This design comes from an exercise in tuning for small area and a short achievable clock period on the open sky130 flow, not from production work. The RTL was checked by simulation tests, not by an equivalence proof against the original design.

==> flow/design.v, too long to show whole: its modules and the start of the top module <==
// module fifo: 65 lines
// module multiplier: 2871 lines
// module adder: 248 lines
// module component: 55 lines
module component (
    input  wire         clk,
    input  wire         rst,
    input  wire [31:0]  fifo1_data_in,
    input  wire [31:0]  fifo2_data_in,
    input  wire [31:0]  fifo3_data_in,
    input  wire         fifo1_write_en,
    input  wire         fifo2_write_en,
    input  wire         fifo3_write_en,
    input  wire         fifo1_read_en,
    input  wire         fifo2_read_en,
    input  wire         fifo3_read_en,
    output wire [31:0]  result_out,
    output wire         fifo1_empty,
    output wire         fifo2_empty,
    output wire         fifo3_empty,
    output wire         fifo1_full,
    output wire         fifo2_full,
    output wire         fifo3_full
);
  // ...
==> flow/flow/run.sh <==
#!/bin/bash
set -euo pipefail
MARGIN=${MARGIN:-6}
bash standard.sh \
  SETUP_SLACK_MARGIN=$MARGIN \
  "CTS_ARGS=-sink_clustering_enable -repair_clock_nets -dont_use_dummy_load -buf_list sky130_fd_sc_hd__clkbuf_16 -sink_clustering_size 30 -sink_clustering_max_diameter 100" \
  "BUFFER_PORTS_ARGS=-buffer_cell sky130_fd_sc_hd__buf_2" \
  finish > make_finish.log 2>&1
==> flow/standard.sh <==
#!/bin/bash
# synth_recipe.tcl (not shown) runs the flow's synth.tcl, then flattens the netlist and writes it again
# the make line also repeats each setting of config.mk as NAME=value (left out here)
make -C /OpenROAD-flow-scripts/flow DESIGN_CONFIG=/design/flow/config.mk WORK_HOME=/design/flow/orfs CLKGATE_MAP_FILE= SYNTH_SCRIPT=/design/flow/synth_recipe.tcl "${@:-finish}"
==> flow/config.mk <==
export PLATFORM = sky130hd
export DESIGN_NAME = component
export DESIGN_NICKNAME = component
export VERILOG_FILES = /design/flow/design.v
export SDC_FILE = /design/flow/constraint.sdc
export NUM_CORES = 4
export LEC_CHECK = 0
export CAP_MARGIN = 20
export CORE_MARGIN = 2
export CORE_UTILIZATION = 45
export PLACE_DENSITY = 0.6
export SLEW_MARGIN = 20
==> flow/constraint.sdc <==
create_clock -name core_clock -period 13.0 [get_ports {clk}]
set_input_delay 2.6000 -clock core_clock [delete_from_list [all_inputs] [get_ports {clk}]]
set_output_delay 2.6000 -clock core_clock [all_outputs]
set_load 0.01 [all_outputs]
==> summary.md, run 1 <==
| Metric | Value |
|---|---|
| Crit path DAT | `7.55 ns` |
| Post-synth EDFFs | `1446` |
| Setup violations, final | `0` |
| Syn Nets | `6017` |
| #FFs+latches synth | `1796` |
| Met2 usage | `44.0%` |
| Critical Path Fanout Max | `47` |
| Critical-path cell list | `buf_2 > nand2_2 > buf_8 > a21oi_1 > nand4_1 > nor2_1 > o31a_1 > clkinv_1 > nand2_1 > fa_1 > fa_1 > inv_1 > fa_1 > inv_1 > fa_1 > inv_1 > fa_1` |
| Hold-fix buffers, CTS | `0` |
| Status | `finished clean` |
| CP Data Required Time | `13.59 ns` |
| Most common cell after layout, fill and taps aside | `edfxtp_1` |
| Area share of fa/ha/maj cells after synthesis | `12.7%` |
| Worst slew margin | `20.7%` |
| Synth Area in Simple Gates | `6.69%` |
| Synth top cells by count | `edfxtp_1 (1446), a22oi_1 (534), nor2_1 (498), inv_1 (465), fa_1 (439)` |
| Final wirelength | `230000 um` |
| Final slew viol count | `0` |
| Worst-Skew Late Latency | `0.78 ns` |
| Min-Delay Path Class | `flop to flop` |
| Signal buffers | `312` |
| CTS buffer count | `73` |
| Min Hold Slack | `0.605 ns` |
| Ranking of synthesized cells by area | `edfxtp_1 (56%), fa_1 (11%), dfxtp_1 (6.9%)` |
| Post-layout util | `49.0%` |
| GRT overflow | `0` |
| Fraction of area in multi-input gates | `28.6%` |
| Met2 WL | `113000 um` |
| Main combinational cell family by area after synthesis | `adder cells` |
| Drt wl/cell | `29.8 um` |
==> module fifo, before the edit <==
module fifo #(
    parameter DATA_WIDTH = 32
) (
    input  wire                   clk,
    input  wire                   rst,
    input  wire                   wr_en,
    input  wire                   re_en,
    input  wire [DATA_WIDTH-1:0]  data_in,
    output wire [DATA_WIDTH-1:0]  next_head,
    output wire                   empty,
    output wire                   full
);
    localparam MDEPTH = 15;
    reg [DATA_WIDTH-1:0] memory [0:MDEPTH-1];
    reg [DATA_WIDTH-1:0] head;
    reg [3:0] wr_ptr;
    reg [MDEPTH-1:0] rd_sel;    
    reg [4:0] count;
    reg empty_reg;
    reg full_reg;
    reg one_reg;
    reg many_reg;
    integer i;
    wire wr_fire = wr_en && !full_reg;
    wire rd_fire = re_en && !empty_reg;
    wire ld_din = wr_en && (empty_reg || (re_en && one_reg));
    wire ld_mem = re_en && many_reg;
    wire push   = wr_fire && !ld_din;
    reg [DATA_WIDTH-1:0] mem_out;
    always @* begin
        mem_out = {DATA_WIDTH{1'b0}};
        for (i = 0; i < MDEPTH; i = i + 1)
            mem_out = mem_out | (memory[i] & {DATA_WIDTH{rd_sel[i]}});
    end
    assign next_head = ld_din ? data_in : (ld_mem ? mem_out : head);
    wire [4:0] count_next = count + {4'd0, wr_fire} - {4'd0, rd_fire};
    always @ (posedge clk or posedge rst) begin
        if (rst) begin
            wr_ptr    <= 4'd0;
            rd_sel    <= {{(MDEPTH-1){1'b0}}, 1'b1};
            count     <= 5'd0;
            empty_reg <= 1'b1;
            full_reg  <= 1'b0;
            one_reg   <= 1'b0;
            many_reg  <= 1'b0;
        end else begin
            if (push)
                wr_ptr <= (wr_ptr == MDEPTH - 1) ? 4'd0 : wr_ptr + 4'd1;
            if (ld_mem)
                rd_sel <= {rd_sel[MDEPTH-2:0], rd_sel[MDEPTH-1]};
            count     <= count_next;
            empty_reg <= (count_next == 5'd0);
            full_reg  <= (count_next == 5'd16);
            one_reg   <= (count_next == 5'd1);
            many_reg  <= (count_next >= 5'd2);
        end
    end
    always @ (posedge clk) begin
        head <= next_head;
        if (push)
            memory[wr_ptr] <= data_in;
    end
    assign empty = empty_reg;
    assign full  = full_reg;
endmodule
==> inputs of run 2 (changes only) <==
--- a/flow/design.v
+++ b/flow/design.v
@@ -10,29 +10,33 @@
     output wire                   empty,
     output wire                   full
 );
-    localparam MDEPTH = 15;
+    localparam MDEPTH = 14;
     reg [DATA_WIDTH-1:0] memory [0:MDEPTH-1];
-    reg [DATA_WIDTH-1:0] head;
+    reg [DATA_WIDTH-1:0] head;       
+    reg [DATA_WIDTH-1:0] second;     
     reg [3:0] wr_ptr;
-    reg [MDEPTH-1:0] rd_sel;    
+    reg [MDEPTH-1:0] rd_sel;         
     reg [4:0] count;
     reg empty_reg;
     reg full_reg;
-    reg one_reg;
-    reg many_reg;
+    reg one_reg;                     
+    reg two_reg;                     
+    reg many_reg;                    
     integer i;
     wire wr_fire = wr_en && !full_reg;
     wire rd_fire = re_en && !empty_reg;
-    wire ld_din = wr_en && (empty_reg || (re_en && one_reg));
-    wire ld_mem = re_en && many_reg;
-    wire push   = wr_fire && !ld_din;
+    wire ld_din  = wr_en && (empty_reg || (re_en && one_reg));
+    wire ld_sec  = re_en && (two_reg || many_reg);
+    wire sec_din = wr_en && ((one_reg && !re_en) || (two_reg && re_en));
+    wire pop     = re_en && many_reg;
+    wire push    = wr_fire && !ld_din && !sec_din;
+    assign next_head = ld_din ? data_in : (ld_sec ? second : head);
     reg [DATA_WIDTH-1:0] mem_out;
     always @* begin
         mem_out = {DATA_WIDTH{1'b0}};
         for (i = 0; i < MDEPTH; i = i + 1)
             mem_out = mem_out | (memory[i] & {DATA_WIDTH{rd_sel[i]}});
     end
-    assign next_head = ld_din ? data_in : (ld_mem ? mem_out : head);
     wire [4:0] count_next = count + {4'd0, wr_fire} - {4'd0, rd_fire};
     always @ (posedge clk or posedge rst) begin
         if (rst) begin
@@ -42,21 +46,27 @@
             empty_reg <= 1'b1;
             full_reg  <= 1'b0;
             one_reg   <= 1'b0;
+            two_reg   <= 1'b0;
             many_reg  <= 1'b0;
         end else begin
             if (push)
                 wr_ptr <= (wr_ptr == MDEPTH - 1) ? 4'd0 : wr_ptr + 4'd1;
-            if (ld_mem)
+            if (pop)
                 rd_sel <= {rd_sel[MDEPTH-2:0], rd_sel[MDEPTH-1]};
             count     <= count_next;
             empty_reg <= (count_next == 5'd0);
             full_reg  <= (count_next == 5'd16);
             one_reg   <= (count_next == 5'd1);
-            many_reg  <= (count_next >= 5'd2);
+            two_reg   <= (count_next == 5'd2);
+            many_reg  <= (count_next >= 5'd3);
         end
     end
     always @ (posedge clk) begin
         head <= next_head;
+        if (sec_din)
+            second <= data_in;
+        else if (pop)
+            second <= mem_out;
         if (push)
             memory[wr_ptr] <= data_in;
     end
==> flow/flow/run.sh (replaced) <==
#!/bin/bash
set -euo pipefail
MARGIN=${MARGIN:-6.3}
bash standard.sh \
  SETUP_SLACK_MARGIN=$MARGIN \
  "CTS_ARGS=-sink_clustering_enable -repair_clock_nets -dont_use_dummy_load -buf_list sky130_fd_sc_hd__clkbuf_16 -sink_clustering_size 24 -sink_clustering_max_diameter 90" \
  "BUFFER_PORTS_ARGS=-buffer_cell sky130_fd_sc_hd__buf_2" \
  finish > make_finish.log 2>&1
==> run 2 against run 1 <==
Cell area increased by 1.8%; first-iteration DRC count decreased by 22%; highest routed layer unchanged; maximum frequency increased by 3.8%; die area increased by 1.0%; non-clock buffer count decreased by 13; synthesized cell count decreased by 0.94%; via count decreased by 2.0%; largest cell class unchanged; critical endpoint is now result_out[19]; register-to-register slack improved by 0.85 ns; clock skew decreased by 0.043 ns.
==> summary.md, run 2 <==
| Metric | Value |
|---|---|
| Finished Cell Area | `84600 um2` |
| Global Route Usage Sum | `25.3%` |
| Drt pass-1 iters | `5` |
| Die area | `176000 um2` |
| Sink Count | `1796` |
| Vias in the first global route | `46.3k` |
| Largest net degree at the start of global routing | `66` |
| Non-filler cells, final | `7761` |
| Most frequent cells in the layout | `edfxtp_1 (1446), nor2_1 (591), inv_1 (484), fa_1 (436), nand2_1 (306)` |
| Core area | `172000 um2` |
| Max cap viols | `0` |
| Final slew viol count | `0 (unchanged)` |
| Starting Density | `45.3%` |
| Worst slew margin | `22.8% (+2.1 points)` |
| Crit path DAT | `4.10 ns (-3.45 ns)` |
| Critical path's top delay family | `adder cells` |
| Worst hold path endpoint | `fifo3_inst.wr_ptr[0]$_DFFE_PP0P_` |
| Status | `finished clean` |
| Share of the synthesized area in the top cell type | `55.9%` |
| Leading area contributor after synthesis | `edfxtp_1` |
| Fraction of registers with async set/reset | `4.68%` |
| Clock buffer depth | `3` |
| Syn Nets | `5966 (-0.85%)` |
| Most common cell after layout, fill and taps aside | `edfxtp_1` |
| Syn Area/Cell | `14.5 um2` |
| WS Path Type | `flop to output pin` |
| Min-Delay Startpoint | `fifo3_inst.wr_ptr[0]$_DFFE_PP0P_` |
| Critical-path cell list | `fa_1 > fa_2 > ha_4 > o21ai_0 > nor3_2 > nand2_4 > buf_4 > a31oi_1 > nor2_1 > nor2_1 > o21ai_0 > xnor2_1 > buf_2` |
| Fin. Hold Viols | `0` |
| R2r endpoint | `rows[120]$_DFF_P_` |
| Final setup skew | `0.0950 ns` |
| Drt wl/cell | `28.6 um (-4.1%)` |
| Register-to-Register Path Depth | `17` |
| Actual slew at the worst max-slew pin | `1.16 ns` |
| Final wirelength | `222000 um (-3.5%)` |
| Global-route wire length before repair | `324000 um` |
| Worst Hold Path Cells | `1` |
| Via density | `5.90` |
| Critical Path Fanout Max | `4 (-91%)` |
| DIE HEIGHT | `420 um` |
| Crit-path slowest cell | `fa_2` |
| CP startpoint kind | `flop` |
| Seq/Total Area, Yosys | `65.4%` |
| Netlist Area Pre-Place | `77700 um2` |
| Buffers & Inverters on Critical Path | `2` |
| CTS buffer count | `91 (+25%)` |
| Cell Area, Placed | `81600 um2` |
| Worst r2r src | `fifo1_inst.empty_reg$_DFF_PP1_` |
| Initial DRC count | `4563` |
| R2r setup slk | `7.85 ns` |
| Std-Cell Rows | `152` |
| Final min period | `6.70 ns` |
| Unrepaired setup endpoints after global routing | `true` |
| Most common cell in the synthesized netlist | `edfxtp_1` |
| Fmax achieved | `149 MHz` |
| Hold-fix buffers, CTS | `0 (unchanged)` |
| CTS tree | `yes` |
| Final period utilization | `51.6%` |
| Worst-Skew Late Latency | `0.76 ns (-0.02 ns)` |
| GRT overflow | `0 (unchanged)` |
| Critical Path Start | `rows[17]$_DFF_P_` |
| #FFs+latches synth | `1796 (unchanged)` |
| Min-Delay Path Class | `flop to flop` |
| Clock transition at the registers of the reported paths | `0.09 ns` |
| Ranking of synthesized cells by area | `edfxtp_1 (56%), fa_1 (11%), dfxtp_1 (6.9%)` |
| Post-synth EDFFs | `1446 (unchanged)` |
| Worst path max stage delay | `0.66 ns` |
| IO Pins | `142` |
| Buffers on Ports | `141` |
| Crit. End Element | `output pin` |
| Share of layout cells above drive strength 1 | `11.0%` |
| Final GP Congestion | `0.938` |
| Root Driver | `clkbuf_16` |
| Via count | `45.8k` |
| Netlist cell types | `66` |
| Synth top cells by count | `edfxtp_1 (1446), nor2_1 (621), inv_1 (487), fa_1 (439), nand2_1 (310)` |
| CP Data Required Time | `10.40 ns (-3.19 ns)` |
| Min Hold Slack | `0.524 ns (-0.0812 ns)` |
| Syn Inst Count | `5347` |
| Number of H-tree levels | `3` |
| Dpl hpwl | `136000 um` |
| Area grow syn2layout | `8.81%` |
| Initial antenna violation count | `39` |
| Die X | `420 um` |
| Placed Cells | `7644` |
| Warnings from Yosys | `2` |
| Largest registers | `fifo1_inst.memory: 448 flops, fifo2_inst.memory: 448 flops, fifo3_inst.memory: 448 flops` |
| Setup violations, final | `0 (unchanged)` |
| Nets | `6063` |
| Final ANT Viol Nets | `0` |
| TNS Setup | `0 ns` |
| # DRC | `0` |
| Predominant post-synthesis flop cell | `edfxtp_1` |
-- run 2: cell count changes after synthesis, moves of 94 or more --
cell and change:
a221oi_1 +234, a22o_1 +138, a22oi_1 -342, a41oi_1 +94, nand4_1 -123, nor2_1 +123
-- run 2: logic make-up after synthesis --
logic type | Yosys count | share of synthesized area [%]
flip-flops | 1796 | 65.4
AND/OR/NAND/NOR | 1021 | 5.23
AO/OA/AOI/OAI | 1004 | 10.2
buffers and inverters | 789 | 3.87
adder cells (fa/ha/maj) | 515 | 12.5
multiplexers | 118 | 1.59
XOR/XNOR | 104 | 1.17
-- run 2: area by class of cell --
class	count	area, um2
tap	2310	2890
clock buffer	91	2280
antenna	9	22.5
sequential	1796	50900
multi-input combinational	2762	24700
timing repair buffer	299	1950
inverter	494	1870
fill	14700	87000
-- run 2: how the worst max path moves through the flow --
| stage | end | slack [ns] | depth (start not counted) |
|---|---|---|---|
| finish | result_out[19] | 6.30 | 13 |
| global route | result_out[19] | 6.12 | 13 |
| CTS | result_out[30] | 6.23 | 14 |
| detailed placement | rows[120]$_DFF_P_ | 4.68 | 14 |
| global placement | rows[120]$_DFF_P_ | 4.81 | 14 |
| floorplan | rows[120]$_DFF_P_ | 6.29 | 15 |
-- run 2: timing repair --
| action | CTS | global route |
|---|---|---|
| hold endpoints to repair | 0 | 0 |
| endpoints found under the setup margin | 56 | 25 |
| buffers inserted | 9 | 8 |
| resized for setup | 62 | 43 |
| pin swaps | 27 | 12 |
-- run 2: layer usage --
metal	global-route usage, %	part of all wire (%)	routed length (um)
met4	7.03	2.9	6500
met1	35.3	42	92900
met5	0	0.081	179
met2	41.4	48	106000
met3	3.79	7.2	16100
-- run 2: through the flow --
step	util, %	setup slack (ns)
final	49.3	6.30
after global routing	49.3	6.12
after CTS	49.1	6.23
after detailed placement	47.6	4.68
after global placement	47.6	4.81
after floorplan	-	6.29
==> inputs of run 3 (changes only) <==
==> flow/flow/run.sh (replaced) <==
#!/bin/bash
set -euo pipefail
MARGIN=${MARGIN:-6.3}
bash standard.sh \
  SETUP_SLACK_MARGIN=$MARGIN \
  "CTS_ARGS=-sink_clustering_enable -repair_clock_nets -dont_use_dummy_load -buf_list sky130_fd_sc_hd__clkbuf_16 -sink_clustering_size 27 -sink_clustering_max_diameter 90" \
  "BUFFER_PORTS_ARGS=-buffer_cell sky130_fd_sc_hd__buf_2" \
  finish > make_finish.log 2>&1
--- a/flow/config.mk
+++ b/flow/config.mk
@@ -7,6 +7,6 @@
 export LEC_CHECK = 0
 export CAP_MARGIN = 20
 export CORE_MARGIN = 2
-export CORE_UTILIZATION = 45
-export PLACE_DENSITY = 0.6
+export CORE_UTILIZATION = 55
+export PLACE_DENSITY = 0.7
 export SLEW_MARGIN = 20
==> run 3 against run 2 <==
Wire length is 4.4% lower; clock skew is 0.0017 ns higher; synthesized cell count stayed put; synthesized area stayed put; sequential share of layout area is 0.59 points higher; count of clock-buffer cells in the layout is 10 lower; cell count is 5.8% lower; register-to-register slack better by 0.05 ns; worst hold slack worse by 0.0089 ns.
==> summary.md, run 3 <==
| Metric | Value |
|---|---|
| Global-route wire length before repair | `312000 um (-3.5%)` |
| Sink Count | `1796 (unchanged)` |
| Final ANT Viol Nets | `0 (unchanged)` |
| Min Hold Slack | `0.515 ns (-0.00885 ns)` |
| R2r setup slk | `7.90 ns (+0.05 ns)` |
| Starting Density | `55.6% (+10 points)` |
| Critical Path Fanout Max | `5 (+1)` |
| Netlist Area Pre-Place | `77700 um2 (unchanged)` |
| Actual slew at the worst max-slew pin | `1.17 ns (+0.0144 ns)` |
| Number of H-tree levels | `3 (unchanged)` |
| Drt wl/cell | `29.0 um (+1.5%)` |
| Crit path DAT | `4.03 ns (-0.07 ns)` |
| Largest net degree at the start of global routing | `66 (unchanged)` |
| Status | `finished clean` |
| Largest registers | `fifo1_inst.memory: 448 flops, fifo2_inst.memory: 448 flops, fifo3_inst.memory: 448 flops` |
| Drt pass-1 iters | `6 (+1)` |
| Fmax achieved | `151 MHz (+1.1%)` |
| Max cap viols | `0 (unchanged)` |
| Die X | `380 um (-9.5%)` |
| WS Path Type | `flop to output pin` |
| Final setup skew | `0.0967 ns (+0.00170 ns)` |
| Crit path to | `result_out[30]` |
| Worst r2r src | `fifo1_inst.two_reg$_DFF_PP0_` |
| Final wirelength | `212000 um (-4.4%)` |
| Min-Delay Path Class | `flop to flop` |
| Synth top cells by count | `edfxtp_1 (1446), nor2_1 (621), inv_1 (487), fa_1 (439), nand2_1 (310)` |
| Syn Nets | `5966 (unchanged)` |
| Post-layout util | `59.9% (+11 points)` |
| Final GP Congestion | `0.955 (+1.8%)` |
| DIE HEIGHT | `380 um (-9.5%)` |
| Crit. End Element | `output pin` |
| Ranking of synthesized cells by area | `edfxtp_1 (56%), fa_1 (11%), dfxtp_1 (6.9%)` |
| # DRC | `0 (unchanged)` |
| Cell Area, Placed | `81000 um2 (-0.72%)` |
| CP startpoint kind | `flop` |
| #FFs+latches synth | `1796 (unchanged)` |
| Via density | `6.32 (+7.1%)` |
| Post-synth EDFFs | `1446 (unchanged)` |
| Most common cell after layout, fill and taps aside | `edfxtp_1` |
| Global Route Usage Sum | `29.4% (+4.1 points)` |
| Clock transition at the registers of the reported paths | `0.10 ns (about the same)` |
| Register-to-Register Path Depth | `17 (unchanged)` |
| Initial DRC count | `5627 (+23%)` |
| IO Pins | `142 (unchanged)` |
| CTS buffer count | `81 (-11%)` |
| Seq/Total Area, Yosys | `65.4% (unchanged)` |
| Fraction of registers with async set/reset | `4.68% (unchanged)` |
| Critical Path Start | `rows[19]$_DFF_P_` |
| Final min period | `6.63 ns (-0.0761 ns)` |
| Place WS | `5.17 ns (+0.489 ns)` |
| Register area | `50900 um2 (about the same)` |
| Most common cell in the synthesized netlist | `edfxtp_1` |
| Syn Area/Cell | `14.5 um2 (unchanged)` |
| Leading area contributor after synthesis | `edfxtp_1` |
| CTS tree | `yes` |
| Setup violations, final | `0 (unchanged)` |
| Hold-fix buffers, CTS | `0 (unchanged)` |
| Die area | `144000 um2 (-18%)` |
| Worst slew margin | `21.0% (-1.8 points)` |
| Most frequent cells in the layout | `edfxtp_1 (1446), nor2_1 (590), inv_1 (486), fa_1 (436), nand2_1 (306)` |
| Std-Cell Rows | `137 (-9.9%)` |
| TNS Setup | `0 ns (unchanged)` |
| Via count | `46.2k (+0.88%)` |
| Filler Cells Inserted | `10.5k (-28%)` |
| Final slew viol count | `0 (unchanged)` |
| Syn Inst Count | `5347 (unchanged)` |
| R2r endpoint | `rows[120]$_DFF_P_` |
| CP Data Required Time | `10.40 ns (about the same)` |
| Worst-Skew Late Latency | `0.72 ns (-0.04 ns)` |
| Netlist cell types | `66 (unchanged)` |
| Final worst setup slack | `6.37 ns (+0.0761 ns)` |
| Warnings from Yosys | `2 (unchanged)` |
| Fin. Hold Viols | `0 (unchanged)` |
| Buffers on Ports | `141 (unchanged)` |
| Root Driver | `clkbuf_16` |
| Finished Cell Area | `83700 um2 (-0.97%)` |
| Core area | `140000 um2 (-18%)` |
| Final period utilization | `51.0% (-0.59 points)` |
| Vias in the first global route | `46.5k (+0.46%)` |
| Nets | `6047 (-0.26%)` |
| Unrepaired setup endpoints after global routing | `true` |
| Clock buffer depth | `3 (unchanged)` |
| GRT overflow | `0 (unchanged)` |
| Multi-input gate area | `24700 um2 (about the same)` |
| Share of the synthesized area in the top cell type | `55.9% (unchanged)` |
| Area grow syn2layout | `7.75%` |
| Predominant post-synthesis flop cell | `edfxtp_1` |
| Initial antenna violation count | `25 (-36%)` |
| Dpl hpwl | `131000 um (-3.7%)` |
| Share of layout cells above drive strength 1 | `10.8% (-0.23 points)` |
-- run 3: cell count changes in the layout (fill, tap and decap cells not counted), sizes merged --
cell / delta
inv: +1
a21oi: +1
buf: -5
clkinv: -1
clkbuf: -12
diode: -3
-- run 3: cell families (layout without fill, tap and decap cells) --
kind of cell    count (synthesis)  count (layout)  synth area share [%]
xor+xnor                      104             104                  1.17
buf+inv                       789             867                  3.87
other cells                     0               6                     0
compound gates               1004            1005                  10.2
mux                           118             118                  1.59
simple gates                 1021            1021                  5.23
fa+ha+maj                     515             515                  12.5
flops                        1796            1796                  65.4
-- run 3: final cells by class --
cell class / instances / share of cell area [%]
Sequential cell: 1796 / 60.7
Clock buffer: 81 / 2.42
Timing Repair Buffer: 292 / 2.27
Tap cell: 1876 / 2.80
Inverter: 494 / 2.24
Antenna cell: 6 / 0.0179
Multi-Input combinational cell: 2763 / 29.5
-- run 3: layer usage --
layer	vias to the layer above	part of all wire, %	global-route usage, %
met1	23700	40	42.3
met3	406	10	5.16
met4	18	3.5	9.57
met2	2661	46	46.0
li1	19400	-	-
met5	-	0.054	0
-- run 3: how the worst min path moves through the flow --
stage / slack (ns) / endpoint / cells after the start / from
2_1_floorplan: 0.48 / fifo1_inst.wr_ptr[0]$_DFFE_PP0P_ / 1 / fifo1_inst.wr_ptr[0]$_DFFE_PP0P_
3_3_place_gp: 0.49 / fifo1_inst.rd_sel[3]$_DFFE_PP0P_ / 1 / fifo1_inst.rd_sel[3]$_DFFE_PP0P_
3_5_place_dp: 0.50 / fifo1_inst.rd_sel[3]$_DFFE_PP0P_ / 1 / fifo1_inst.rd_sel[3]$_DFFE_PP0P_
4_1_cts: 0.52 / fifo1_inst.rd_sel[3]$_DFFE_PP0P_ / 1 / fifo1_inst.rd_sel[3]$_DFFE_PP0P_
5_1_grt: 0.54 / fifo1_inst.rd_sel[3]$_DFFE_PP0P_ / 1 / fifo1_inst.rd_sel[3]$_DFFE_PP0P_
6_report: 0.52 / fifo1_inst.rd_sel[3]$_DFFE_PP0P_ / 1 / fifo1_inst.rd_sel[3]$_DFFE_PP0P_
-- run 3: stage by stage --
step	std cells
3_3_place_gp	7199
4_1_cts	7290
2_1_floorplan	5347
5_1_grt	7306
3_5_place_dp	7200
6_report	7308
-- run 3: worst max-delay path: stages (launching register included) --
cell and delay [ns]:
dfxtp_1 0.33, fa_2 0.62, fa_1 0.46, ha_4 0.31, o211ai_1 0.14, a21oi_2 0.25
a21oi_2 0.11, a31oi_4 0.32, nand3b_1 0.13, o2111a_2 0.21, nor3_2 0.16, nand3b_1 0.12
buf_2 0.14
-- run 3: what timing repair did --
| item | 4_1_cts | 5_1_grt |
|---|---|---|
| gates cloned | 1 | 0 |
| gates resized for setup | 49 | 45 |
| pin swaps | 22 | 24 |
| endpoints found under the setup margin | 46 | 31 |
| buffers inserted | 8 | 12 |
==> inputs of run 4 (changes only) <==
--- a/flow/design.v
+++ b/flow/design.v
@@ -26,11 +26,10 @@
     wire wr_fire = wr_en && !full_reg;
     wire rd_fire = re_en && !empty_reg;
     wire ld_din  = wr_en && (empty_reg || (re_en && one_reg));
-    wire ld_sec  = re_en && (two_reg || many_reg);
     wire sec_din = wr_en && ((one_reg && !re_en) || (two_reg && re_en));
     wire pop     = re_en && many_reg;
     wire push    = wr_fire && !ld_din && !sec_din;
-    assign next_head = ld_din ? data_in : (ld_sec ? second : head);
+    assign next_head = ld_din ? data_in : (re_en ? second : head);
     reg [DATA_WIDTH-1:0] mem_out;
     always @* begin
         mem_out = {DATA_WIDTH{1'b0}};
==> run 4 against run 3 <==
Count of clock-buffer cells in the layout down 2; register-to-register slack better by 0.02 ns; cell area fell by 0.15%; maximum frequency decreased by 7.2%; first-iteration DRC count shrank 12%; largest cell class unchanged; still clean; wire length down 1.4%; utilization shrank 0.090 points.
==> summary.md, run 4 <==
| Metric | Value |
|---|---|
| Status | `finished clean` |
| Warnings from Yosys | `2 (unchanged)` |
| Largest registers | `fifo1_inst.memory: 448 flops, fifo2_inst.memory: 448 flops, fifo3_inst.memory: 448 flops` |
| Final slew viol count | `0 (unchanged)` |
| Sink Count | `1796 (unchanged)` |
| Clock transition at the registers of the reported paths | `0.10 ns (about the same)` |
| Clock buffer depth | `3 (unchanged)` |
| Syn Nets | `5920 (-0.77%)` |
| Most common cell after layout, fill and taps aside | `edfxtp_1` |
| Unrepaired setup endpoints after global routing | `true` |
| Final GP Congestion | `0.959 (+0.43%)` |
| Actual slew at the worst max-slew pin | `1.13 ns (-0.0397 ns)` |
| Max cap viols | `0 (unchanged)` |
| Min Hold Slack | `0.530 ns (+0.0150 ns)` |
| Die X | `380 um (about the same)` |
| Most common cell in the synthesized netlist | `edfxtp_1` |
| Critical Path Fanout Max | `3 (-2)` |
| Final min period | `7.14 ns (+0.516 ns)` |
| Share of the synthesized area in the top cell type | `55.9% (about the same)` |
| Core area | `140000 um2 (unchanged)` |
| Initial antenna violation count | `18 (-28%)` |
| Netlist cell types | `57 (-14%)` |
| Cell Area, Placed | `80900 um2 (-0.13%)` |
| Area grow syn2layout | `7.67% (about the same)` |
| CTS buffer count | `79 (-2.5%)` |
| Final ANT Viol Nets | `0 (unchanged)` |
| GRT overflow | `0 (unchanged)` |
| Final setup skew | `0.0830 ns (-0.0137 ns)` |
| Setup violations, final | `0 (unchanged)` |
| Seq/Total Area, Yosys | `65.5% (about the same)` |
| Fraction of registers with async set/reset | `4.68% (unchanged)` |
| CTS tree | `yes` |
| Non-filler cells, final | `7256 (-0.71%)` |
| WS Path Type | `flop to output pin` |
| Dpl hpwl | `130000 um (-0.83%)` |
| Most frequent cells in the layout | `edfxtp_1 (1446), nor2_1 (584), inv_1 (477), fa_1 (436), a221oi_1 (288)` |
| Finished Cell Area | `83600 um2 (-0.15%)` |
| Synth top cells by count | `edfxtp_1 (1446), nor2_1 (618), inv_1 (480), fa_1 (439), a221oi_1 (288)` |
| Crit-path slowest cell | `fa_1` |
| Nets | `5995 (-0.86%)` |
| Final wirelength | `209000 um (-1.4%)` |
| Die area | `144000 um2 (about the same)` |
| CP Data Required Time | `10.40 ns (about the same)` |
| Final period utilization | `55.0% (+4.0 points)` |
| CP startpoint kind | `flop` |
| IO Pins | `142 (unchanged)` |
| Predominant post-synthesis flop cell | `edfxtp_1` |
| Leading area contributor after synthesis | `edfxtp_1` |
| Via density | `6.28 (-0.69%)` |
| Critical-path cell list | `fa_1 > fa_1 > ha_4 > and2_4 > nor3b_4 > a2111oi_4 > buf_4 > o31ai_4 > a31o_4 > nand4_1 > a31oi_2 > xnor2_1 > buf_2` |
| Share of layout cells above drive strength 1 | `10.7% (-0.082 points)` |
| Min-Delay Path Class | `flop to flop` |
| Hold-fix buffers, CTS | `0 (unchanged)` |
| Starting Density | `55.5% (about the same)` |
| Number of H-tree levels | `3 (unchanged)` |
| Vias in the first global route | `46.1k (-0.89%)` |
| Netlist Area Pre-Place | `77700 um2 (about the same)` |
| Std-Cell Rows | `137 (unchanged)` |
| Post-synth EDFFs | `1446 (unchanged)` |
| Global-route wire length before repair | `307000 um (-1.8%)` |
| Ranking of synthesized cells by area | `edfxtp_1 (56%), fa_1 (11%), dfxtp_1 (6.9%)` |
| # DRC | `0 (unchanged)` |
| #FFs+latches synth | `1796 (unchanged)` |
| DIE HEIGHT | `380 um (about the same)` |
| TNS Setup | `0 ns (unchanged)` |
| Most common cell on crit path | `fa_1` |
| Worst path max stage delay | `0.58 ns (-0.04 ns)` |
| Largest net degree at the start of global routing | `68 (+3.0%)` |
| Buffers on Ports | `141 (unchanged)` |
| Global Route Usage Sum | `28.9% (-0.48 points)` |
| Drt pass-1 iters | `6 (unchanged)` |
| Root Driver | `clkbuf_16` |
| Fmax achieved | `140 MHz (-7.2%)` |
| Crit path DAT | `4.54 ns (+0.51 ns)` |
| Initial DRC count | `4978 (-12%)` |
| Via count | `45.5k (-1.4%)` |
| Syn Inst Count | `5301 (-0.86%)` |
| Worst-Skew Late Latency | `0.74 ns (+0.02 ns)` |
| Worst slew margin | `23.7% (+2.7 points)` |
| Placed Cells | `7146 (-0.75%)` |
| Syn Area/Cell | `14.7 um2 (+0.79%)` |
| Fin. Hold Viols | `0 (unchanged)` |
| Drt wl/cell | `28.8 um (-0.67%)` |
| Crit. End Element | `output pin` |
## run 4: cell types whose count changed after synthesis, moves of 9 or more
| cell | before | now |
|---|---|---|
| a21o_1 | 27 | 84 |
| mux2i_1 | 73 | 90 |
| o21ai_0 | 45 | 36 |
| o21ai_1 | 3 | 12 |
| buf_2 | 27 | 9 |
| a21oi_2 | 14 | 1 |
| buf_1 | 7 | 30 |
| nand2_1 | 310 | 278 |
| a21oi_1 | 112 | 41 |
## run 4: critical path: cells and delay by family, from the launching register on
family,cells,cell delay (ns)
adders and majority gates,3,1.35
and+or+nand+nor,3,0.71
xor gates and xnor gates,1,0.14
buffers and inverters,2,0.34
DFF,1,0.33
AOI/OAI and AO/OA,4,0.94
## run 4: cell type report
cell class              count  area, um2
fillers                 10600      56300
flip-flops and latches   1796      50900
multi-input cells        2717      24600
well taps                1876       2350
clock buffers              79       1980
repair buffers            295       1920
inverters                 487       1850
diodes                      6       15.0
## run 4: cells by family after synthesis
family	count (synthesis)	synth area share (%)
flops	1796	65.5
buf+inv	791	3.84
mux	136	1.83
xor+xnor	105	1.18
simple gates	985	5.03
compound gates	973	10.1
fa+ha+maj	515	12.5
## run 4: per-layer routing
layer / routed length (um) / GRT usage [%] / vias up
li1: - / - / 19300
met1: 82100 / 39.9 / 23400
met2: 97600 / 45.5 / 2409
met3: 22000 / 7.15 / 421
met4: 7430 / 9.44 / 22
met5: 135 / 0 / -
## run 4: path summary, 6_finish.rpt
path                       slack, ns                              from  depth (start not counted)                               end
setup / recovery                5.86                  rows[25]$_DFF_P_                         13                    result_out[31]
hold / removal                  0.53  fifo3_inst.wr_ptr[0]$_DFFE_PP0P_                          1  fifo3_inst.wr_ptr[0]$_DFFE_PP0P_
setup reg to reg                7.92    fifo1_inst.empty_reg$_DFF_PP1_                         14                 rows[108]$_DFF_P_
hold reg to reg                 0.53  fifo3_inst.wr_ptr[0]$_DFFE_PP0P_                          1  fifo3_inst.wr_ptr[0]$_DFFE_PP0P_
max in group asynchronous       9.85                               rst                          3  fifo1_inst.rd_sel[8]$_DFFE_PP0P_
min in group asynchronous       1.88                               rst                          2  fifo2_inst.rd_sel[4]$_DFFE_PP0P_
## run 4: per-stage QoR
step | setup WS (ns) | utilization [%]
final | 5.86 | 59.8
after CTS | 5.88 | 59.6
after detailed placement | 5.21 | 57.9
after global placement | 5.23 | 57.9
after floorplan | 6.30 | -
after global routing | 5.72 | 59.8
## run 4: what timing repair did
action | in CTS | in global routing
gates cloned | 2 | 1
setup endpoints to repair | 50 | 37
setup buffers | 9 | 13
resized for setup | 61 | 40
pin swaps | 27 | 32
==> inputs of run 5 (changes only) <==
--- a/flow/flow/run.sh
+++ b/flow/flow/run.sh
@@ -1,6 +1,6 @@
 #!/bin/bash
 set -euo pipefail
-MARGIN=${MARGIN:-6.3}
+MARGIN=${MARGIN:-6.5}
 bash standard.sh \
   SETUP_SLACK_MARGIN=$MARGIN \
   "CTS_ARGS=-sink_clustering_enable -repair_clock_nets -dont_use_dummy_load -buf_list sky130_fd_sc_hd__clkbuf_16 -sink_clustering_size 27 -sink_clustering_max_diameter 90" \
==> run 5 against run 4 <==
Still clean on timing, DRC and antenna; critical path type unchanged; highest routed layer unchanged; via count increased by 0.84%; register-to-register slack gained 0.19 ns; synthesized cell count unchanged; largest cell class unchanged; worst hold slack lost 0.0034 ns; cell area up 0.62%.
==> summary.md, run 5 <==
| Metric | Value |
|---|---|
| Vias in the first global route | `45.7k (-0.88%)` |
| Final worst setup slack | `5.86 ns (+0.00418 ns)` |
| Share of the synthesized area in the top cell type | `55.9% (unchanged)` |
| Syn Inst Count | `5301 (unchanged)` |
| CP startpoint kind | `flop` |
| Leading area contributor after synthesis | `edfxtp_1` |
| GRT overflow | `0 (unchanged)` |
| #FFs+latches synth | `1796 (unchanged)` |
| Min-Delay Startpoint | `fifo3_inst.rd_sel[7]$_DFFE_PP0P_` |
| Min-Delay Path Class | `flop to flop` |
| DIE HEIGHT | `380 um (unchanged)` |
| Die area | `144000 um2 (unchanged)` |
| Most common cell after layout, fill and taps aside | `edfxtp_1` |
| Clock transition at the registers of the reported paths | `0.10 ns (about the same)` |
| Cell Area, Placed | `80900 um2 (about the same)` |
| Seq/Total Area, Yosys | `65.5% (unchanged)` |
| Setup violations, final | `0 (unchanged)` |
| Worst hold path endpoint | `fifo3_inst.rd_sel[7]$_DFFE_PP0P_` |
| Drt wl/cell | `29.0 um (+0.41%)` |
| Final slew viol count | `0 (unchanged)` |
| Register area | `50900 um2 (about the same)` |
| Crit. End Element | `output pin` |
| Final period utilization | `54.9% (about the same)` |
| Warnings from Yosys | `2 (unchanged)` |
| Area grow syn2layout | `8.34%` |
| Most frequent cells in the layout | `edfxtp_1 (1446), nor2_1 (582), inv_1 (470), fa_1 (435), a221oi_1 (288)` |
| # DRC | `0 (unchanged)` |
| Hold-fix buffers, CTS | `0 (unchanged)` |
| Worst Hold Path Cells | `1 (unchanged)` |
| WS Path Type | `flop to output pin` |
| Final setup skew | `0.0567 ns (-0.0263 ns)` |
| Synth top cells by count | `edfxtp_1 (1446), nor2_1 (618), inv_1 (480), fa_1 (439), a221oi_1 (288)` |
| Syn Area/Cell | `14.7 um2 (unchanged)` |
| Netlist cell types | `57 (unchanged)` |
| Root Driver | `clkbuf_16` |
| Largest net degree at the start of global routing | `68 (unchanged)` |
| TNS Setup | `0 ns (unchanged)` |
| Final wirelength | `210000 um (+0.59%)` |
| Netlist Area Pre-Place | `77700 um2 (unchanged)` |
| CTS buffer count | `80 (+1.3%)` |
| Fin. Hold Viols | `0 (unchanged)` |
| Finished Cell Area | `84100 um2 (+0.62%)` |
| Final min period | `7.14 ns (-0.00418 ns)` |
| Clock buffer depth | `3 (unchanged)` |
| Buffers on Ports | `141 (unchanged)` |
| Actual slew at the worst max-slew pin | `1.12 ns (-0.0131 ns)` |
| Status | `finished clean` |
| Crit path DAT | `4.54 ns (about the same)` |
| Multi-input gate area | `24800 um2 (+0.68%)` |
| Worst path max stage delay | `0.61 ns (+0.03 ns)` |
| Worst slew margin | `24.6% (+0.88 points)` |
| Initial antenna violation count | `19 (+1)` |
| Final ANT Viol Nets | `0 (unchanged)` |
| Fraction of registers with async set/reset | `4.68% (unchanged)` |
| Syn Nets | `5920 (unchanged)` |
| Crit-path slowest cell | `fa_2` |
| Dpl hpwl | `129000 um (about the same)` |
| Filler Cells Inserted | `10.5k (-1.1%)` |
| Unrepaired setup endpoints after global routing | `true` |
| Starting Density | `55.5% (unchanged)` |
| Die X | `380 um (unchanged)` |
| Worst-Skew Late Latency | `0.73 ns (about the same)` |
| R2r endpoint | `rows[120]$_DFF_P_` |
| Largest registers | `fifo1_inst.memory: 448 flops, fifo2_inst.memory: 448 flops, fifo3_inst.memory: 448 flops` |
| Max cap viols | `0 (unchanged)` |
| Most common cell in the synthesized netlist | `edfxtp_1` |
| Sink Count | `1796 (unchanged)` |
| Post-layout util | `60.2% (+0.37 points)` |
| Global Route Usage Sum | `29.0% (+0.069 points)` |
| Final GP Congestion | `0.969 (+1.0%)` |
| Nets | `6005 (+0.17%)` |
| R2r setup slk | `8.11 ns (+0.19 ns)` |
| IO Pins | `142 (unchanged)` |
| Fmax achieved | `140 MHz (about the same)` |
| Worst r2r src | `fifo2_inst.one_reg$_DFF_PP0_` |
| Register-to-Register Path Depth | `13 (-1)` |
| Critical Path Fanout Max | `5 (+2)` |
| Initial DRC count | `5773 (+16%)` |
| Number of H-tree levels | `3 (unchanged)` |
| CP Data Required Time | `10.40 ns (about the same)` |
| Critical-path cell list | `fa_2 > fa_1 > ha_4 > a21o_1 > a21oi_4 > a21oi_4 > buf_4 > buf_6 > buf_6 > a211o_4 > a21o_1 > a21oi_2 > xnor2_2 > buf_4` |
| Predominant post-synthesis flop cell | `edfxtp_1` |
| Share of layout cells above drive strength 1 | `11.5% (+0.76 points)` |
| Ranking of synthesized cells by area | `edfxtp_1 (56%), fa_1 (11%), dfxtp_1 (6.9%)` |
| Global-route wire length before repair | `308000 um (+0.49%)` |
| Place WS | `4.68 ns (-0.527 ns)` |
| Core area | `140000 um2 (unchanged)` |
| Std-Cell Rows | `137 (unchanged)` |
| Via density | `6.32 (+0.66%)` |
| CTS tree | `yes` |
| Post-synth EDFFs | `1446 (unchanged)` |
| Via count | `45.9k (+0.84%)` |
| Drt pass-1 iters | `6 (unchanged)` |
[run 5: cell counts after synthesis]
Identical to the previous run, type by type.
[run 5: how the worst max path moves through the flow]
stage                                 startpoint                end  slack [ns]  cells past startpoint
CTS                 fifo3_inst.head[3]$_DFFE_PP_     result_out[30]        5.78                     13
global placement                   fifo1_read_en  rows[120]$_DFF_P_        4.80                     16
floorplan                          fifo1_read_en  rows[120]$_DFF_P_        6.42                     18
global route        fifo3_inst.head[3]$_DFFE_PP_     result_out[25]        5.71                     15
detailed placement                 fifo1_read_en  rows[120]$_DFF_P_        4.68                     16
finish              fifo3_inst.head[4]$_DFFE_PP_     result_out[12]        5.86                     14
[run 5: final cells by class]
| type | count | share of cell area [%] |
|---|---|---|
| clock buffers | 80 | 2.38 |
| repair buffers | 305 | 2.64 |
| well taps | 1876 | 2.79 |
| multi-input cells | 2716 | 29.5 |
| flip-flops and latches | 1796 | 60.5 |
| diodes | 9 | 0.0268 |
| inverters | 487 | 2.22 |
[run 5: cell families after synthesis]
kind of cell    after synthesis  synth area share [%]
compound gates              973                  10.1
xor+xnor                    105                  1.18
fa+ha+maj                   515                  12.5
buf+inv                     791                  3.84
flops                      1796                  65.5
mux                         136                  1.83
simple gates                985                  5.03
[run 5: metrics by stage]
step / hold WS, ns / cells
6_report: 0.527 / 7269
5_1_grt: 0.540 / 7265
4_1_cts: 0.523 / 7233
3_5_place_dp: 0.500 / 7131
3_3_place_gp: 0.489 / 7130
2_1_floorplan: 0.481 / 5301
[run 5: timing repair]
action	4_1_cts	5_1_grt
pin swaps	37	31
setup endpoints to repair	93	41
setup buffers	20	25
gates resized for setup	111	51
gates cloned	2	2
[run 5: critical path: cells and delay by family, from the launching register on]
| kind | cells | cell delay, ns |
|---|---|---|
| buf+inv | 4 | 0.57 |
| xor+xnor | 1 | 0.18 |
| flops | 1 | 0.55 |
| compound gates | 6 | 1.16 |
| fa+ha+maj | 3 | 1.35 |
[run 5: layer usage]
layer | share of wire [%] | global-route usage, %
met1 | 40 | 41.2
met2 | 47 | 45.7
met3 | 10 | 5.98
met4 | 3.3 | 8.66
met5 | 0.064 | 0
==> inputs of run 6 (changes only) <==
--- a/flow/design.v
+++ b/flow/design.v
@@ -15,7 +15,7 @@
     reg [DATA_WIDTH-1:0] head;       
     reg [DATA_WIDTH-1:0] second;     
     reg [3:0] wr_ptr;
-    reg [MDEPTH-1:0] rd_sel;         
+    reg [3:0] rd_ptr;
     reg [4:0] count;
     reg empty_reg;
     reg full_reg;
@@ -26,21 +26,22 @@
     wire wr_fire = wr_en && !full_reg;
     wire rd_fire = re_en && !empty_reg;
     wire ld_din  = wr_en && (empty_reg || (re_en && one_reg));
+    wire ld_sec  = re_en && (two_reg || many_reg);
     wire sec_din = wr_en && ((one_reg && !re_en) || (two_reg && re_en));
     wire pop     = re_en && many_reg;
     wire push    = wr_fire && !ld_din && !sec_din;
-    assign next_head = ld_din ? data_in : (re_en ? second : head);
+    assign next_head = ld_din ? data_in : (ld_sec ? second : head);
     reg [DATA_WIDTH-1:0] mem_out;
     always @* begin
         mem_out = {DATA_WIDTH{1'b0}};
         for (i = 0; i < MDEPTH; i = i + 1)
-            mem_out = mem_out | (memory[i] & {DATA_WIDTH{rd_sel[i]}});
+            mem_out = mem_out | (memory[i] & {DATA_WIDTH{rd_ptr == i}});
     end
     wire [4:0] count_next = count + {4'd0, wr_fire} - {4'd0, rd_fire};
     always @ (posedge clk or posedge rst) begin
         if (rst) begin
             wr_ptr    <= 4'd0;
-            rd_sel    <= {{(MDEPTH-1){1'b0}}, 1'b1};
+            rd_ptr    <= 4'd0;
             count     <= 5'd0;
             empty_reg <= 1'b1;
             full_reg  <= 1'b0;
@@ -51,7 +52,7 @@
             if (push)
                 wr_ptr <= (wr_ptr == MDEPTH - 1) ? 4'd0 : wr_ptr + 4'd1;
             if (pop)
-                rd_sel <= {rd_sel[MDEPTH-2:0], rd_sel[MDEPTH-1]};
+                rd_ptr <= (rd_ptr == MDEPTH - 1) ? 4'd0 : rd_ptr + 4'd1;
             count     <= count_next;
             empty_reg <= (count_next == 5'd0);
             full_reg  <= (count_next == 5'd16);
--- a/flow/flow/run.sh
+++ b/flow/flow/run.sh
@@ -1,6 +1,6 @@
 #!/bin/bash
 set -euo pipefail
-MARGIN=${MARGIN:-6.5}
+MARGIN=${MARGIN:-6.3}
 bash standard.sh \
   SETUP_SLACK_MARGIN=$MARGIN \
   "CTS_ARGS=-sink_clustering_enable -repair_clock_nets -dont_use_dummy_load -buf_list sky130_fd_sc_hd__clkbuf_16 -sink_clustering_size 27 -sink_clustering_max_diameter 90" \
==> run 6 against run 5 <==
Synthesized area shrank 1.1%; cell area shrank 1.3%; global-route usage grew 1.2 points; register-to-register slack lost 0.19 ns.
==> summary.md, run 6 <==
| Metric | Value |
|---|---|
| Ranking of synthesized cells by area | `edfxtp_1 (57%), fa_1 (11%), dfxtp_1 (6.9%)` |
| Largest registers | `fifo1_inst.memory: 448 flops, fifo2_inst.memory: 448 flops, fifo3_inst.memory: 448 flops` |
| Initial DRC count | `5532 (-4.2%)` |
| Register-to-Register Path Depth | `16 (+3)` |
| Crit path DAT | `4.22 ns (-0.32 ns)` |
| Root Driver | `clkbuf_16` |
| CTS tree | `yes` |
| Actual slew at the worst max-slew pin | `1.13 ns (+0.0130 ns)` |
| Starting Density | `55.3% (-0.25 points)` |
| Final ANT Viol Nets | `0 (unchanged)` |
| CP Data Required Time | `10.40 ns (about the same)` |
| CTS buffer count | `78 (-2.5%)` |
| Nets | `6051 (+0.77%)` |
| DIE HEIGHT | `378 um (-0.52%)` |
| Met2 usage | `47.8% (+2.2 points)` |
| Syn Nets | `5930 (+0.17%)` |
| Die X | `378 um (-0.52%)` |
| IO Pins | `142 (unchanged)` |
| Fraction of registers with async set/reset | `3.06% (-1.6 points)` |
| # DRC | `0 (unchanged)` |
| Most common cell in the synthesized netlist | `edfxtp_1` |
| Vias in the first global route | `46.0k (+0.71%)` |
| Critical Path Fanout Max | `4 (-1)` |
| Clock buffer depth | `3 (unchanged)` |
| Fmax achieved | `147 MHz (+4.6%)` |
| Share of layout cells above drive strength 1 | `10.7% (-0.82 points)` |
| Post-synth EDFFs | `1446 (unchanged)` |
| Core area | `139000 um2 (-0.61%)` |
| #FFs+latches synth | `1766 (-1.7%)` |
| Status | `finished clean` |
| WS Path Type | `flop to output pin` |
| Most frequent cells in the layout | `edfxtp_1 (1446), nor2_1 (590), inv_1 (485), fa_1 (436), nand2_1 (300)` |
| Drt wl/cell | `29.3 um (+1.3%)` |
| Syn Inst Count | `5311 (+0.19%)` |
| TNS Setup | `0 ns (unchanged)` |
| Final slew viol count | `0 (unchanged)` |
| Most common cell after layout, fill and taps aside | `edfxtp_1` |
| Cell Area, Placed | `80500 um2 (-0.52%)` |
| Met1 Use GR | `41.7% (+0.53 points)` |
| Drt pass-1 iters | `5 (-1)` |
| Post-layout util | `59.7% (-0.42 points)` |
| Final min period | `6.82 ns (-0.316 ns)` |
| Final GP Congestion | `0.974 (+0.57%)` |
| Global-route wire length before repair | `311000 um (+0.92%)` |
| Worst-Skew Late Latency | `0.73 ns (about the same)` |
| Die area | `143000 um2 (-1.0%)` |
| Final setup skew | `0.0908 ns (+0.0341 ns)` |
| Min-Delay Path Class | `flop to flop` |
| Dpl hpwl | `127000 um (-2.3%)` |
| Global Route Usage Sum | `30.2% (+1.2 points)` |
| Largest net degree at the start of global routing | `66 (-2.9%)` |
| GRT overflow | `0 (unchanged)` |
| Final wirelength | `215000 um (+2.0%)` |
| Max cap viols | `0 (unchanged)` |
| Min Hold Slack | `0.517 ns (-0.00946 ns)` |
| Buffers on Ports | `141 (unchanged)` |
| Warnings from Yosys | `2 (unchanged)` |
| Grt peak-use layer | `met2` |
| R2r setup slk | `7.92 ns (-0.19 ns)` |
| Synth top cells by count | `edfxtp_1 (1446), nor2_1 (642), inv_1 (488), fa_1 (439), nand2_1 (304)` |
| Clock transition at the registers of the reported paths | `0.10 ns (about the same)` |
| Setup violations, final | `0 (unchanged)` |
| Finished Cell Area | `83000 um2 (-1.3%)` |
| Share of the synthesized area in the top cell type | `56.5% (+0.60 points)` |
| CP startpoint kind | `flop` |
| Initial antenna violation count | `38 (+19)` |
| Seq/Total Area, Yosys | `65.2% (-0.28 points)` |
| Syn Area/Cell | `14.5 um2 (-1.2%)` |
| Number of H-tree levels | `3 (unchanged)` |
| Worst slew margin | `24.4% (-0.16 points)` |
| Worst Hold Path Cells | `1 (unchanged)` |
| Final period utilization | `52.5% (-2.4 points)` |
| Via count | `46.4k (+1.0%)` |
| Std-Cell Rows | `137 (unchanged)` |
| Netlist Area Pre-Place | `76800 um2 (-1.1%)` |
| Unrepaired setup endpoints after global routing | `true` |
| Netlist cell types | `66 (+16%)` |
| Met3 Track Usage GR | `5.50% (-0.48 points)` |
| Fin. Hold Viols | `0 (unchanged)` |
| Predominant post-synthesis flop cell | `edfxtp_1` |
| Sink Count | `1766 (-1.7%)` |
| Crit. End Element | `output pin` |
| Via density | `6.34 (+0.29%)` |
| Leading area contributor after synthesis | `edfxtp_1` |
| Area grow syn2layout | `8.06%` |
[run 6: cell count changes in the layout (fill, tap and decap cells not counted), sizes merged, moves of 16 or more]
cell / change
a22o: +17
a21oi: +91
a22oi: -34
nor3: +20
dfrtp: -27
inv: +17
a21o: -60
a221o: +16
nor2: +24
nand2: +27
mux2i: -17
mux2: -43
[run 6: kinds of logic (layout without fill, tap and decap cells)]
kind of cell               after synthesis  count (layout)  synth area share, %
muxes                                   76              76                0.995
DFF                                   1766            1766                 65.2
AOI/OAI and AO/OA                     1022            1022                 10.5
other                                    0              14                    0
buffers and inverters                  758             877                 3.82
and+or+nand+nor                       1066            1066                 5.57
adders and majority gates              515             515                 12.7
xor gates and xnor gates               108             108                 1.23
[run 6: layout make-up]
type,count,area (um2)
fill,10500,56000
sequential,1766,50100
multi-input combinational,2787,24700
tap,1876,2350
timing repair buffer,303,1980
clock buffer,78,1950
inverter,496,1870
antenna,14,35.0
[run 6: path summary, 6_finish.rpt]
check                                                   end                             start
hold / removal             fifo1_inst.wr_ptr[0]$_DFFE_PP0P_  fifo1_inst.wr_ptr[0]$_DFFE_PP0P_
min in group asynchronous     fifo1_inst.count[0]$_DFF_PP0_                               rst
max in group asynchronous  fifo2_inst.wr_ptr[3]$_DFFE_PP0P_                               rst
hold reg to reg            fifo1_inst.wr_ptr[0]$_DFFE_PP0P_  fifo1_inst.wr_ptr[0]$_DFFE_PP0P_
setup / recovery                             result_out[31]                  rows[27]$_DFF_P_
setup reg to reg                          rows[120]$_DFF_P_     fifo1_inst.many_reg$_DFF_PP0_
[run 6: stage by stage]
stage | worst slack [ns] | instances
after floorplan | 6.29 | 5311
after global placement | 5.37 | 7210
after detailed placement | 5.27 | 7211
after CTS | 6.13 | 7297
after global routing | 5.99 | 7317
final | 6.18 | 7320
[run 6: per-layer routing]
layer,vias up,routed length [um],share of wire (%)
met5,-,185,0.086
met4,26,8290,3.9
met3,464,22400,10
met2,2661,101000,47
met1,23800,82800,39
li1,19400,-,-
[run 6: worst max-delay path, stage by stage, from the launching register on]
cell,delay (ns)
dfxtp_2,0.34
fa_1,0.54
fa_1,0.55
ha_4,0.32
nand2_4,0.06
nor3_4,0.25
a2111oi_4,0.13
o32ai_4,0.43
nand2_2,0.10
a211o_4,0.37
o21ai_4,0.15
xnor2_1,0.12
buf_2,0.16
[run 6: timing repair]
action,CTS,global route
hold buffers,0,0
buffers inserted,8,9
setup endpoints to repair,43,30
resized for setup,43,35
pin swaps,24,27
==> inputs of run 7 (changes only) <==
--- a/flow/config.mk
+++ b/flow/config.mk
@@ -7,6 +7,6 @@
 export LEC_CHECK = 0
 export CAP_MARGIN = 20
 export CORE_MARGIN = 2
-export CORE_UTILIZATION = 55
-export PLACE_DENSITY = 0.7
+export CORE_UTILIZATION = 65
+export PLACE_DENSITY = 0.8
 export SLEW_MARGIN = 20
==> run 7 against run 6 <==
Still clean on timing, DRC and antenna; via count increased by 1.7%; cell area decreased by 0.62%; die area decreased by 15%; non-clock buffer count decreased by 11; synthesized cell count unchanged; cell count decreased by 4.8%; critical endpoint is now result_out[24].
==> summary.md, run 7 <==
| Metric | Value |
|---|---|
| Status | `finished clean` |
| Placed Cells | `6862 (-4.8%)` |
| Share of layout cells above drive strength 1 | `10.5% (-0.13 points)` |
| CTS buffer count | `78 (unchanged)` |
| Fmax achieved | `147 MHz (+0.58%)` |
| Final slew viol count | `0 (unchanged)` |
| Most common cell after layout, fill and taps aside | `edfxtp_1` |
| Root Driver | `clkbuf_16` |
| Clock buffer depth | `3 (unchanged)` |
| Post-layout util | `70.2% (+10 points)` |
| GRT overflow | `0 (unchanged)` |
| Sink Count | `1766 (unchanged)` |
| Max cap viols | `0 (unchanged)` |
| Vias in the first global route | `47.3k (+2.8%)` |
| Post-synth EDFFs | `1446 (unchanged)` |
| Largest registers | `fifo1_inst.memory: 448 flops, fifo2_inst.memory: 448 flops, fifo3_inst.memory: 448 flops` |
| # DRC | `0 (unchanged)` |
| Cell Area, Placed | `80000 um2 (-0.60%)` |
| Worst path max stage delay | `0.52 ns (-0.03 ns)` |
| WS Path Type | `flop to output pin` |
| IO Pins | `142 (unchanged)` |
| Clock transition at the registers of the reported paths | `0.10 ns (about the same)` |
| Setup violations, final | `0 (unchanged)` |
| Global-route wire length before repair | `308000 um (-0.98%)` |
| Final min period | `6.78 ns (-0.0397 ns)` |
| Fraction of registers with async set/reset | `3.06% (unchanged)` |
| Core area | `118000 um2 (-15%)` |
| Syn Inst Count | `5311 (unchanged)` |
| Netlist Area Pre-Place | `76800 um2 (unchanged)` |
| Critical Path Fanout Max | `4 (unchanged)` |
| CTS tree | `yes` |
| Via count | `47.2k (+1.7%)` |
| Actual slew at the worst max-slew pin | `1.12 ns (-0.0160 ns)` |
| Drt wl/cell | `30.2 um (+3.1%)` |
| Area grow syn2layout | `7.39%` |
| Warnings from Yosys | `2 (unchanged)` |
| Share of the synthesized area in the top cell type | `56.5% (unchanged)` |
| CP startpoint kind | `flop` |
| Seq/Total Area, Yosys | `65.2% (unchanged)` |
| Min-Delay Path Class | `flop to flop` |
| CP Data Required Time | `10.40 ns (about the same)` |
| Fin. Hold Viols | `0 (unchanged)` |
| Most frequent cells in the layout | `edfxtp_1 (1446), nor2_1 (590), inv_1 (484), fa_1 (437), nand2_1 (300)` |
| Final period utilization | `52.2% (-0.31 points)` |
| Crit. End Element | `output pin` |
| Via density | `6.77 (+6.8%)` |
| Initial DRC count | `7028 (+27%)` |
| Synth top cells by count | `edfxtp_1 (1446), nor2_1 (642), inv_1 (488), fa_1 (439), nand2_1 (304)` |
| TNS Setup | `0 ns (unchanged)` |
| Critical-path cell list | `fa_1 > inv_2 > fa_1 > inv_2 > ha_4 > a211oi_4 > nor2_4 > o221ai_4 > a31oi_4 > a31oi_4 > buf_6 > o21bai_1 > a21oi_1 > xnor2_1 > buf_2` |
| Finished Cell Area | `82500 um2 (-0.62%)` |
| Largest net degree at the start of global routing | `66 (unchanged)` |
| Initial antenna violation count | `28 (-26%)` |
| Worst slew margin | `24.8% (+0.36 points)` |
| Final wirelength | `211000 um (-1.8%)` |
| Hold-fix buffers, CTS | `0 (unchanged)` |
| Dpl hpwl | `124000 um (-1.9%)` |
| Ranking of synthesized cells by area | `edfxtp_1 (57%), fa_1 (11%), dfxtp_1 (6.9%)` |
| Starting Density | `65.3% (+10 points)` |
| Most common cell in the synthesized netlist | `edfxtp_1` |
| Nets | `6040 (-0.18%)` |
| Crit path DAT | `4.18 ns (-0.04 ns)` |
| Final setup skew | `0.0751 ns (-0.0157 ns)` |
| DIE HEIGHT | `348 um (-7.9%)` |
| Global Route Usage Sum | `35.1% (+4.9 points)` |
| Predominant post-synthesis flop cell | `edfxtp_1` |
| Non-filler cells, final | `6972 (-4.8%)` |
| Syn Area/Cell | `14.5 um2 (unchanged)` |
| Final GP Congestion | `0.973 (-0.17%)` |
| Unrepaired setup endpoints after global routing | `true` |
| Worst-Skew Late Latency | `0.70 ns (-0.03 ns)` |
| Syn Nets | `5930 (unchanged)` |
| Critical path's top delay family | `compound AO/OA/AOI/OAI gates` |
| Drt pass-1 iters | `6 (+1)` |
| Std-Cell Rows | `126 (-8.0%)` |
| #FFs+latches synth | `1766 (unchanged)` |
| Netlist cell types | `66 (unchanged)` |
| Buffers & Inverters on Critical Path | `4 (+3)` |
| Crit-path slowest cell | `fa_1` |
| Final ANT Viol Nets | `0 (unchanged)` |
| Buffers on Ports | `141 (unchanged)` |
| Die area | `121000 um2 (-15%)` |
| Leading area contributor after synthesis | `edfxtp_1` |
| Number of H-tree levels | `3 (unchanged)` |
| Die X | `348 um (-7.9%)` |
-- run 7: final timing paths --
kind / startpoint / end / slack, ns / cells past startpoint
setup / recovery: fifo3_inst.head[3]$_DFFE_PP_ / result_out[24] / 6.22 / 15
hold reg to reg: fifo1_inst.wr_ptr[0]$_DFFE_PP0P_ / fifo1_inst.wr_ptr[0]$_DFFE_PP0P_ / 0.52 / 1
setup reg to reg: fifo2_inst.many_reg$_DFF_PP0_ / rows[120]$_DFF_P_ / 7.99 / 14
max in group asynchronous: rst / fifo2_inst.wr_ptr[2]$_DFFE_PP0P_ / 10.38 / 3
hold / removal: fifo1_inst.wr_ptr[0]$_DFFE_PP0P_ / fifo1_inst.wr_ptr[0]$_DFFE_PP0P_ / 0.52 / 1
min in group asynchronous: rst / fifo1_inst.rd_ptr[1]$_DFFE_PP0P_ / 2.09 / 3
-- run 7: metal layers --
metal	vias to the layer above	GRT usage (%)	wire (um)
met1	23500	47.9	73800
li1	19400	-	-
met3	664	8.34	29200
met2	3575	54.7	97200
met4	22	15.3	10500
met5	-	0	132
-- run 7: area by class of cell --
class	count	area (um2)
Sequential cell	1766	50100
Fill cell	7415	35100
Multi-Input combinational cell	2787	24700
Clock buffer	78	1950
Tap cell	1536	1920
Timing Repair Buffer	292	1900
Inverter	496	1860
Antenna cell	17	42.5
-- run 7: what timing repair did --
item                       CTS  global route
pin swaps                   26            27
setup buffers                8             7
resized for setup           39            41
hold endpoints to repair     0             0
setup endpoints to repair   45            26
-- run 7: metrics by stage --
stage	setup WS, ns	hold slack, ns
after floorplan	6.29	0.481
after global placement	5.30	0.499
after detailed placement	5.19	0.504
after CTS	6.11	0.521
after global routing	6.06	0.537
final	6.22	0.522
-- run 7: kinds of logic (layout without fill, tap and decap cells) --
kind of cell             count (synthesis)  in the layout  synth area share (%)
XOR/XNOR                               108            108                  1.23
AND/OR/NAND/NOR                       1066           1066                  5.57
AO/OA/AOI/OAI                         1022           1022                  10.5
other                                    0             17                     0
adder cells (fa/ha/maj)                515            515                  12.7
multiplexers                            76             76                 0.995
flip-flops                            1766           1766                  65.2
buffers and inverters                  758            866                  3.82

what the ideal ports hide:
In the flow no input, the clock included, has a driving cell. The finished layouts below were timed again as built, in two steps.
Step 1: set_driving_cell puts a clkbuf_16 on clk and a buf_2 on each other input, an assumption about the parent block.
Step 2 times the ports against the registers' clock, not the clock port: input delays grow and output delays shrink by t, the midpoint of the rising clock arrivals with the driver on.
Slacks: ideal / step 1 / step 2; pairs: ideal / step 1.
run | t (ns) | setup slack, ns | clock arrival spread, ns
run 1 | 0.802 | 6.044 / 5.989 / 5.274 | 0.141 / 0.141
run 2 | 0.799 | 6.296 / 6.208 / 5.626 | 0.096 / 0.095
run 3 | 0.770 | 6.372 / 6.292 / 5.670 | 0.130 / 0.130
run 4 | 0.773 | 5.856 / 5.781 / 5.678 | 0.085 / 0.084
run 5 | 0.778 | 5.860 / 5.779 / 5.757 | 0.061 / 0.061
run 6 | 0.770 | 6.177 / 6.101 / 5.665 | 0.108 / 0.109
run 7 | 0.746 | 6.216 / 6.137 / 5.752 | 0.075 / 0.075
After both steps every run listed still meets setup and hold. For run 1, which loses most, drivers alone change the setup slack by -0.055 ns; drivers and shift together by -0.770 ns.
